What follows belongs to an exercise in optimizing a design on an open flow for small area; a production flow would make more cautious choices. In this exercise RTL edits were held to simulation tests only and were not proved equivalent to the original. Power is estimated from default activity; no workload was simulated.

[run.sh]
#!/bin/bash
# synth_recipe.tcl (not shown) runs the flow's synth.tcl, then flattens the netlist and writes it again
# the make line also repeats each setting of config.mk as NAME=value (left out here)
make -C /OpenROAD-flow-scripts/flow DESIGN_CONFIG=/design/flow/config.mk WORK_HOME=/design/flow/orfs CLKGATE_MAP_FILE= SYNTH_SCRIPT=/design/flow/synth_recipe.tcl finish
[config.mk]
export PLATFORM = sky130hd
export DESIGN_NAME = miniCPU
export DESIGN_NICKNAME = miniCPU
export VERILOG_FILES = /design/flow/design.v
export SDC_FILE = /design/flow/constraint.sdc
export NUM_CORES = 4
export LEC_CHECK = 0
export CAP_MARGIN = 20
export CORE_MARGIN = 2
export CORE_UTILIZATION = 40
export SLEW_MARGIN = 20
[constraint.sdc]
create_clock -name core_clock -period 20.0 [get_ports {clk}]
set_input_delay 4.0000 -clock core_clock [delete_from_list [all_inputs] [get_ports {clk}]]
set_output_delay 4.0000 -clock core_clock [all_outputs]
set_load 0.01 [all_outputs]
[design.v]
module aluCPU(
    input [15:0] data1,  
    input [15:0] data2,  
    input [1:0] sel,  
    output reg [15:0] result
); 
    parameter [1:0] 
        SUM = 2'b00,
        SUB = 2'b01,
        MUL = 2'b10;
    reg [31:0] mul_full;  
    always @(*) begin
        case(sel)
            SUM: begin
                result = data1 + data2;
            end
            SUB: begin
                result = data1 - data2;
            end
            MUL: begin
                mul_full = $signed(data1) * $signed(data2);  
                result = mul_full[15:0];  
            end
            default: result = 16'd0;  
        endcase 
    end 
endmodule 
module memoryCPU (
    input clock,
    input reset,  
    input regWrite,               
    input [3:0] write_reg_addr,   
    input [15:0] write_data,      
    input [3:0] read_reg_addr_1, 
    input [3:0] read_reg_addr_2, 
    output [15:0] read_data_1,    
    output [15:0] read_data_2     
);
    reg [15:0] register [0:15];  
    integer i;
    always @ (posedge clock or negedge reset) begin
        if (~reset) begin
            for (i = 0; i < 16; i = i + 1) begin
                register[i] <= 16'd0;
            end
        end
        else if (regWrite) begin   
            register[write_reg_addr] <= write_data;
        end
    end
    assign read_data_1 = register[read_reg_addr_1]; 
    assign read_data_2 = register[read_reg_addr_2];
endmodule
module lcd_controller (
    input clk,
    input reset_n,           
    input rst_n,             
    input start,            
    input [2:0] opcode,     
    input [3:0] reg_idx,    
    input signed [15:0] value, 
    output reg [7:0] lcd_data,
    output reg lcd_rs,      
    output wire lcd_rw,      
    output reg lcd_en,      
    output wire lcd_on,     
    output wire lcd_blon    
);
    assign lcd_rw = 1'b0; 
    assign lcd_on   = (state != STATE_IDLE);
    assign lcd_blon = (state != STATE_IDLE);
    localparam STATE_IDLE = 0, STATE_INIT = 1, STATE_READY = 2, 
               STATE_WRITE_LINE1 = 3, STATE_LINE2_ADDR = 4, STATE_WRITE_LINE2 = 5;
    reg [3:0] state; 
    reg [5:0] char_index; 
    reg [19:0] counter;
    reg wait_flag;
    reg [2:0] op_store;
    reg [3:0] reg_store;
    reg signed [15:0] val_store;
    reg first_boot; 
    reg [15:0] unsigned_val;
    reg is_negative;
    reg [3:0] digit_10000, digit_1000, digit_100, digit_10, digit_1;
    reg prev_reset_n;        
    reg system_active;       
    function [7:0] init_cmds(input [5:0] idx);
        case(idx)
            6'd0: init_cmds = 8'h38;
            6'd1: init_cmds = 8'h38;
            6'd2: init_cmds = 8'h0C;
            6'd3: init_cmds = 8'h01;
            6'd4: init_cmds = 8'h06;
            default: init_cmds = 8'h00;
        endcase
    endfunction
    function [39:0] get_op_string(input [2:0] op);
        case(op)
            3'b000: get_op_string = "LOAD ";
            3'b001: get_op_string = "ADD  ";
            3'b010: get_op_string = "ADDI ";
            3'b011: get_op_string = "SUB  ";
            3'b100: get_op_string = "SUBI ";
            3'b101: get_op_string = "MUL  ";
            3'b110: get_op_string = "CLEAR";
            3'b111: get_op_string = "DPL  ";
            default: get_op_string = "ERR  ";
        endcase
    endfunction
    always @(posedge clk) begin
      if (!rst_n) begin
        system_active <= 0;
        prev_reset_n <= 1;
        state <= STATE_IDLE;
        lcd_en <= 0;
      end else begin
        prev_reset_n <= reset_n;
        if (prev_reset_n == 1'b1 && reset_n == 1'b0) begin
            system_active <= ~system_active; 
        end
        if (system_active == 1'b0) begin
            state <= STATE_IDLE;
            lcd_en <= 0;
            wait_flag <= 0;
            counter <= 0;
            char_index <= 0;
            first_boot <= 1;  
        end 
        else begin
            if (state == STATE_IDLE) begin
                state <= STATE_INIT;
                char_index <= 0;
                wait_flag <= 0;
                first_boot <= 1;
            end
            else if (wait_flag) begin
                if (counter < 20'd2000) begin 
                    counter <= counter + 1;
                    if (counter == 20'd40) lcd_en <= 0; 
                end else begin
                    wait_flag <= 0;
                    counter <= 0;
                end
            end else begin
                case (state)
                    STATE_INIT: begin
                        lcd_rs <= 0;
                        lcd_data <= init_cmds(char_index);
                        lcd_en <= 1; 
                        wait_flag <= 1;
                        if (char_index < 4) 
                            char_index <= char_index + 1;
                        else begin
                            char_index <= 0;
                            op_store <= 3'b000;
                            reg_store <= 4'b0000;
                            val_store <= 16'd0;
                            unsigned_val <= 16'd0;
                            is_negative <= 0;
                            state <= STATE_WRITE_LINE1; 
                        end
                    end
                    STATE_READY: begin
                        if (start) begin
                            op_store <= opcode;
                            reg_store <= reg_idx;
                            val_store <= value;
                            if (value < 0) begin
                                is_negative <= 1;
                                unsigned_val <= -value;
                            end else begin
                                is_negative <= 0;
                                unsigned_val <= value;
                            end
                            lcd_rs <= 0;
                            lcd_data <= 8'h01; 
                            lcd_en <= 1;
                            wait_flag <= 1;
                            state <= STATE_WRITE_LINE1;
                            char_index <= 0;
                        end
                    end
                    STATE_WRITE_LINE1: begin
                        digit_10000 <= (unsigned_val / 10000) % 10;
                        digit_1000  <= (unsigned_val / 1000) % 10;
                        digit_100   <= (unsigned_val / 100) % 10;
                        digit_10    <= (unsigned_val / 10) % 10;
                        digit_1     <= (unsigned_val) % 10;
                        lcd_rs <= 1;
                        lcd_en <= 1;
                        wait_flag <= 1;
                        if (char_index < 5) begin
                            if (first_boot)
                                lcd_data <= " "; 
                            else
                                lcd_data <= get_op_string(op_store) >> (8 * (4 - char_index));
                        end 
                        else begin
                            if (op_store == 3'b110 && !first_boot) begin
                                lcd_data <= " ";
                            end else begin
                                if (char_index == 5) lcd_data <= " ";
                                else if (char_index == 6) lcd_data <= "[";
                                else if (char_index >= 7 && char_index <= 10) 
                                    lcd_data <= reg_store[10 - char_index] ? "1" : "0";
                                else if (char_index == 11) lcd_data <= "]";
                            end
                        end
                        if (char_index < 11)
                            char_index <= char_index + 1;
                        else begin
                            char_index <= 0;
                            if (op_store == 3'b110 && !first_boot) begin
                                state <= STATE_READY;
                            end else begin
                                state <= STATE_LINE2_ADDR;
                            end
                        end
                    end
                    STATE_LINE2_ADDR: begin
                        lcd_rs <= 0;
                        lcd_data <= 8'hC0;
                        lcd_en <= 1;
                        wait_flag <= 1;
                        state <= STATE_WRITE_LINE2;
                    end
                    STATE_WRITE_LINE2: begin
                        lcd_rs <= 1;
                        lcd_en <= 1;
                        wait_flag <= 1;
                        case(char_index)
                            0: lcd_data <= is_negative ? "-" : "+";
                            1: lcd_data <= 8'h30 + digit_10000;
                            2: lcd_data <= 8'h30 + digit_1000;
                            3: lcd_data <= 8'h30 + digit_100;
                            4: lcd_data <= 8'h30 + digit_10;
                            5: lcd_data <= 8'h30 + digit_1;
                        endcase
                        if (char_index < 5)
                            char_index <= char_index + 1;
                        else begin
                            first_boot <= 0;
                            state <= STATE_READY;
                        end
                    end
                endcase
            end
        end
      end
    end
endmodule
module miniCPU (
    input [17:0] switches,  
    input ligar,       
    input enviar,      
    input clk,         
    input rst_n,       
    output [7:0] LCD_DATA,
    output LCD_RS,
    output LCD_RW,
    output LCD_EN,
    output LCD_ON,
    output LCD_BLON
);
    wire [2:0] opcode = switches [17:15];
    wire [3:0] reg_dest = switches [14:11];
    wire [3:0] reg_input1 = switches[10:7];
    wire [3:0] reg_input2 = switches [6:3];
    wire signal = switches[6];
    wire [15:0] imediato_module = {10'd0, switches[5:0]};
    wire [15:0] imediato = (signal) ? (-imediato_module) : imediato_module;
    wire [15:0] mem_read_data1;
    wire [15:0] mem_read_data2;
    wire [15:0] alu_result;
    reg write_enable;
    reg [15:0] mem_write;
    reg [1:0] alu_selector;
    reg [15:0] alu_input_2;
    reg soft_reset; 
    wire memory_reset_signal = ligar & ~soft_reset;  
    parameter [2:0] LOAD = 3'b000, ADD = 3'b001, ADDI = 3'b010, SUB = 3'b011,
                    SUBI = 3'b100, MUL = 3'b101, CLEAR = 3'b110, DISPLAY = 3'b111;                   
    memoryCPU Memo (
        .clock(clk),
        .reset(memory_reset_signal),
        .regWrite(write_enable),
        .write_reg_addr(reg_dest),
        .write_data(mem_write),
        .read_reg_addr_1(reg_input1),
        .read_reg_addr_2(reg_input2),
        .read_data_1(mem_read_data1),
        .read_data_2(mem_read_data2)
    );
    aluCPU ALU (
        .data1(mem_read_data1),
        .data2(alu_input_2),
        .sel(alu_selector),
        .result(alu_result)
    );
    reg lcd_start_signal;
    reg [15:0] lcd_value_reg;
    reg [3:0] lcd_reg_idx;
    wire [3:0] current_lcd_reg_idx = (opcode == DISPLAY) ? reg_input1 : reg_dest;
    reg [15:0] current_lcd_value;
    lcd_controller LCD (
        .clk(clk),
        .reset_n(ligar),
        .rst_n(rst_n),
        .start(lcd_start_signal),
        .opcode(opcode),
        .reg_idx(lcd_reg_idx),   
        .value(lcd_value_reg),  
        .lcd_data(LCD_DATA),
        .lcd_rs(LCD_RS),
        .lcd_rw(LCD_RW),
        .lcd_en(LCD_EN),
        .lcd_on(LCD_ON),
        .lcd_blon(LCD_BLON)
    );
    always @(*) begin
        if (opcode == LOAD)
            current_lcd_value = imediato;
        else if (opcode == DISPLAY)
            current_lcd_value = mem_read_data1;
        else
            current_lcd_value = alu_result;
    end
    reg [2:0] state;
    parameter [2:0] IDLE = 3'd0, EXECUTE = 3'd1, WRITE = 3'd2, WAIT_RELEASE = 3'd3;                 
    always @(posedge clk or negedge ligar) begin 
        if (~ligar) begin
            state <= IDLE;
            write_enable <= 0;
            soft_reset <= 0;
            lcd_start_signal <= 0;
        end
        else begin
            case(state)
                IDLE: begin  
                    write_enable <= 0;
                    soft_reset <= 0;
                    lcd_start_signal <= 0;  
                    if (!enviar) begin
                        state <= EXECUTE;
                    end
                end
                EXECUTE: begin  
                    state <= WRITE;
                end
                WRITE: begin  
                    lcd_start_signal <= 1;  
                    if (opcode == CLEAR) begin
                        soft_reset <= 1;
                        write_enable <= 0;
                    end
                    else if (opcode != DISPLAY) begin
                        write_enable <= 1;
                    end
                    state <= WAIT_RELEASE;
                end
                WAIT_RELEASE: begin  
                    write_enable <= 0;  
                    soft_reset <= 0;  
                    lcd_start_signal <= 0;  
                    if (enviar) begin  
                        state <= IDLE;  
                    end
                end
            endcase
        end
    end
    always @(posedge clk) begin
        if (state == EXECUTE) begin
            case(opcode)
                ADD: begin alu_selector <= 2'b00; alu_input_2 <= mem_read_data2; end
                ADDI: begin alu_selector <= 2'b00; alu_input_2 <= imediato; end
                SUB: begin alu_selector <= 2'b01; alu_input_2 <= mem_read_data2; end
                SUBI: begin alu_selector <= 2'b01; alu_input_2 <= imediato; end
                MUL: begin alu_selector <= 2'b10; alu_input_2 <= imediato; end
                default: begin alu_selector <= 2'b00; alu_input_2 <= 16'd0; end
            endcase
        end
        if (state == WRITE) begin
            lcd_reg_idx <= current_lcd_reg_idx;
            lcd_value_reg <= current_lcd_value;
            if (opcode != CLEAR && opcode != DISPLAY) begin
                if (opcode == LOAD)
                    mem_write <= imediato;
                else
                    mem_write <= alu_result;
            end
        end
    end
endmodule
==> summary.txt <==
power by group through the flow:
stage	sequential, mW	combinational [mW]	clock, mW
floorplan	1.39	1.86	0
global placement	1.59	2.30	0
detailed placement	1.59	2.34	0
CTS	1.58	2.35	0.868
global route	1.63	2.63	0.903
finish	1.59	2.35	0.856
synthesized netlist by cell type (49+ instances only):
cell and instances:
a22oi_1 197, dfrtp_1 261, inv_1 180, clkbuf_1 185
nand4_1 60, nor2_1 308, xor2_1 49, edfxtp_1 134
nor3_1 91, o21ai_0 181, nand3_1 102, nand2_1 288
mux2_2 264, a21oi_1 243, ha_1 112, and2_1 100
xnor2_1 137, nand2b_1 59, fa_1 80
how the worst min path moves through the flow:
stage                     cells after the start  slack (ps)                              start                        to
after floorplan                               0         430  LCD.unsigned_val[0]$_SDFFCE_PN0P_  LCD.digit_1[0]$_DFFE_PP_
after global placement                        0         440  LCD.unsigned_val[0]$_SDFFCE_PN0P_  LCD.digit_1[0]$_DFFE_PP_
after detailed placement                      0         450  LCD.unsigned_val[0]$_SDFFCE_PN0P_  LCD.digit_1[0]$_DFFE_PP_
after CTS                                     0         460  LCD.unsigned_val[0]$_SDFFCE_PN0P_  LCD.digit_1[0]$_DFFE_PP_
after global routing                          0         480  LCD.unsigned_val[0]$_SDFFCE_PN0P_  LCD.digit_1[0]$_DFFE_PP_
final                                         0         460  LCD.unsigned_val[0]$_SDFFCE_PN0P_  LCD.digit_1[0]$_DFFE_PP_
layer usage:
| layer | wire, um | up-vias | global-route usage, % |
|---|---|---|---|
| met5 | 29 | - | 0 |
| met4 | 5014 | 4 | 9.452 |
| met3 | 10750 | 391 | 5.195 |
| met2 | 51310 | 1549 | 39.42 |
| met1 | 49810 | 15530 | 34.94 |
| li1 | - | 14290 | - |
logic make-up after synthesis:
| kind of cell | after synthesis | synth area share [%] |
|---|---|---|
| flip-flops | 419 | 31.46 |
| other | 1 | 0.01069 |
| AND/OR/NAND/NOR | 1227 | 17.64 |
| AO/OA/AOI/OAI | 1122 | 22.65 |
| adder cells (fa/ha/maj) | 208 | 9.026 |
| multiplexers | 298 | 9.533 |
| XOR/XNOR | 190 | 4.829 |
| buffers and inverters | 427 | 4.857 |
worst register-to-register path: cells and delay by family, from the launching register on:
kind / cells / cell delay (ps)
AND/OR/NAND/NOR: 13 / 4770
AO/OA/AOI/OAI: 16 / 5640
adder cells (fa/ha/maj): 1 / 360
XOR/XNOR: 2 / 320
flip-flops: 1 / 360
buffers and inverters: 2 / 320
cell type report:
| cell class | count | area (sq um) | share of cell area [%] |
|---|---|---|---|
| Multi-Input combinational cell | 3055 | 22500 | 58.94 |
| Timing Repair Buffer | 116 | 985.9 | 2.582 |
| Sequential cell | 419 | 11040 | 28.90 |
| Inverter | 190 | 713.2 | 1.868 |
| Clock buffer | 66 | 1306 | 3.421 |
| Clock inverter | 15 | 192.7 | 0.5046 |
| Tap cell | 1155 | 1445 | 3.785 |
through the flow:
| stage | power, mW | instance area [sq um] | worst slack, ps | hold WS, ps | utilization (%) |
|---|---|---|---|---|---|
| 2_1_floorplan | 3.249 | 35120 | 31.44 | 427.3 | - |
| 3_3_place_gp | 3.893 | 36650 | 7598 | 440.6 | 42.18 |
| 3_5_place_dp | 3.929 | 36650 | 7500 | 446.1 | 42.18 |
| 4_1_cts | 4.803 | 38150 | 8163 | 460.3 | 43.91 |
| 5_1_grt | 5.158 | 38180 | 7071 | 480.6 | 43.94 |
| 6_report | 4.804 | 38180 | 7949 | 455.7 | 43.94 |
==> summary.txt <==
status timing/DRC/antenna clean; drt drc 0; Mean Syn Cell Area 9.014 sq um; CP Class register to register; Max-Cap Viols 0; critical path endpoint LCD.digit_10[3]$_DFFE_PP_; Max VDD drop 0.0001662 V; cell at the root of the clock tree clkbuf_16; Worst path slowest cell and3_1; setup TNS 0 ps; Sw Pwr 2.090 mW; endpoints failing hold 0; Critical Path AT 12380 ps; worst setup path start LCD.unsigned_val[14]$_SDFFCE_PN0P_; share of cells above drive strength 1 14.32%; reg2reg start LCD.unsigned_val[14]$_SDFFCE_PN0P_; 1st-iter DRT viols 3734; wire per inst 23.31 um; unique cell type count in the Yosys netlist 131; antenna cells 0; router iterations before antenna repair 9; Clock Skew 49.74 ps; DIE AREA 90090 sq um; core area 86890 sq um; grt ovf 0; leak pwr 15.49 nW; most used cell, CP nand3_1; CTS tree yes; DR vias 31760; Synth area leader dfrtp_1; total track usage 25.41%; ys async rst share 62.29%; Placed Cells 4934; leading cell types in the layout, fill and taps excluded 299 x nor2_1, 288 x nand2_1, 264 x mux2_2; worst-path maximum fanout 23; top flop regs Memo.register x256, LCD.counter x20; final non-filler cell total 5016; Relative slew margins 14.06%; switch share 43.51%; Req. time, crit path 20320 ps; Top Ports 35; top-area cell type share of the netlist area 18.62%; Initial Utilization 40.38%; first-pass GRT wire length 180600 um; Synth Register Bits 419; Top FF cell, synth dfrtp_1; Final min period 12050 ps; CP top delay family compound AO/OA/AOI/OAI gates; postcts setup bufs 0; R2R setup slack 7950 ps; worst skew pair latency 630 ps; die height 300.2 um; sequential share of power 33.2%; Seq/Total Area, Yosys 31.46%; filler instances 8398; layout overhead on the synthesized area 8.834%; die width 300.2 um; I/O Buffers 33; period utilization 60.26%; DP HPWL 80780 um; post-CTS sizing 0; vias in the first global route 30160; most flop-heavy register Memo.register; Mapped Cells 3892; antenna violations before repair 2; fmax 82.98 MHz; worst-case reg-to-reg path depth 34; fin. max-slew vios 0; Worst-path clk slew 60 ps; Int Power 2.714 mW; crit end category register; worst path bufs/invs 2; GP Congestion 0.9254; largest net degree at the start of global routing 178; Crit. path cell count 34; routed vias/inst 6.332; final setup fails 0; htree depth 2; max reg flops 256; Synth Cell Area 35080 sq um; most common cell after layout, fill and taps aside nor2_1; # hold bufs at CTS 0; combinational share of power 49.0%; Max stage delay on crit path 820 ps; worst flop-to-flop path endpoint LCD.digit_10[3]$_DFFE_PP_; Post-synth EDFFs 134; total power density per cell area 125.8 nW/um^2; total CTS buffers 44; clock share of power 17.8%; Slew @ Worst Pin 1284 ps; Clock Path Buffers 3; cell row count 108; Yosys warning total 5; min-delay worst type register to register; RSZ-0062 raised after global routing false; Synth area leaders dfrtp_1 19%, edfxtp_1 11%, mux2_2 8.5%; clock sinks 419; fin nets 4040; CP Launch Type register; Post-Route WL 116900 um; Routed Antenna Nets 0

==> port drivers added, routing unchanged <==
No port has a modelled driver above. Below, the same layout with a new extraction and two added sets of constraints. Step 1, drivers: a clkbuf_16 drives clk and a buf_2 each remaining input, both assumed. Step 2 moves the port delays by t, midway between the first and last clock arrival at a register: inputs arrive t later, outputs are due t later. That takes back most of the time a late clock gives input paths. a / b / c = no drivers / after step 1 / after step 2; a / b = the first two.
shift t [ns]: 0.670
setup WS [ns]: 7.949 / 7.943 / 7.273
worst data-port slew with drivers (ns): 0.13
pins driven straight from the clock port: 1
After both steps this run still meets setup and hold. The setup slack of this run moves by -0.006 ns with the drivers and by -0.676 ns with both steps.
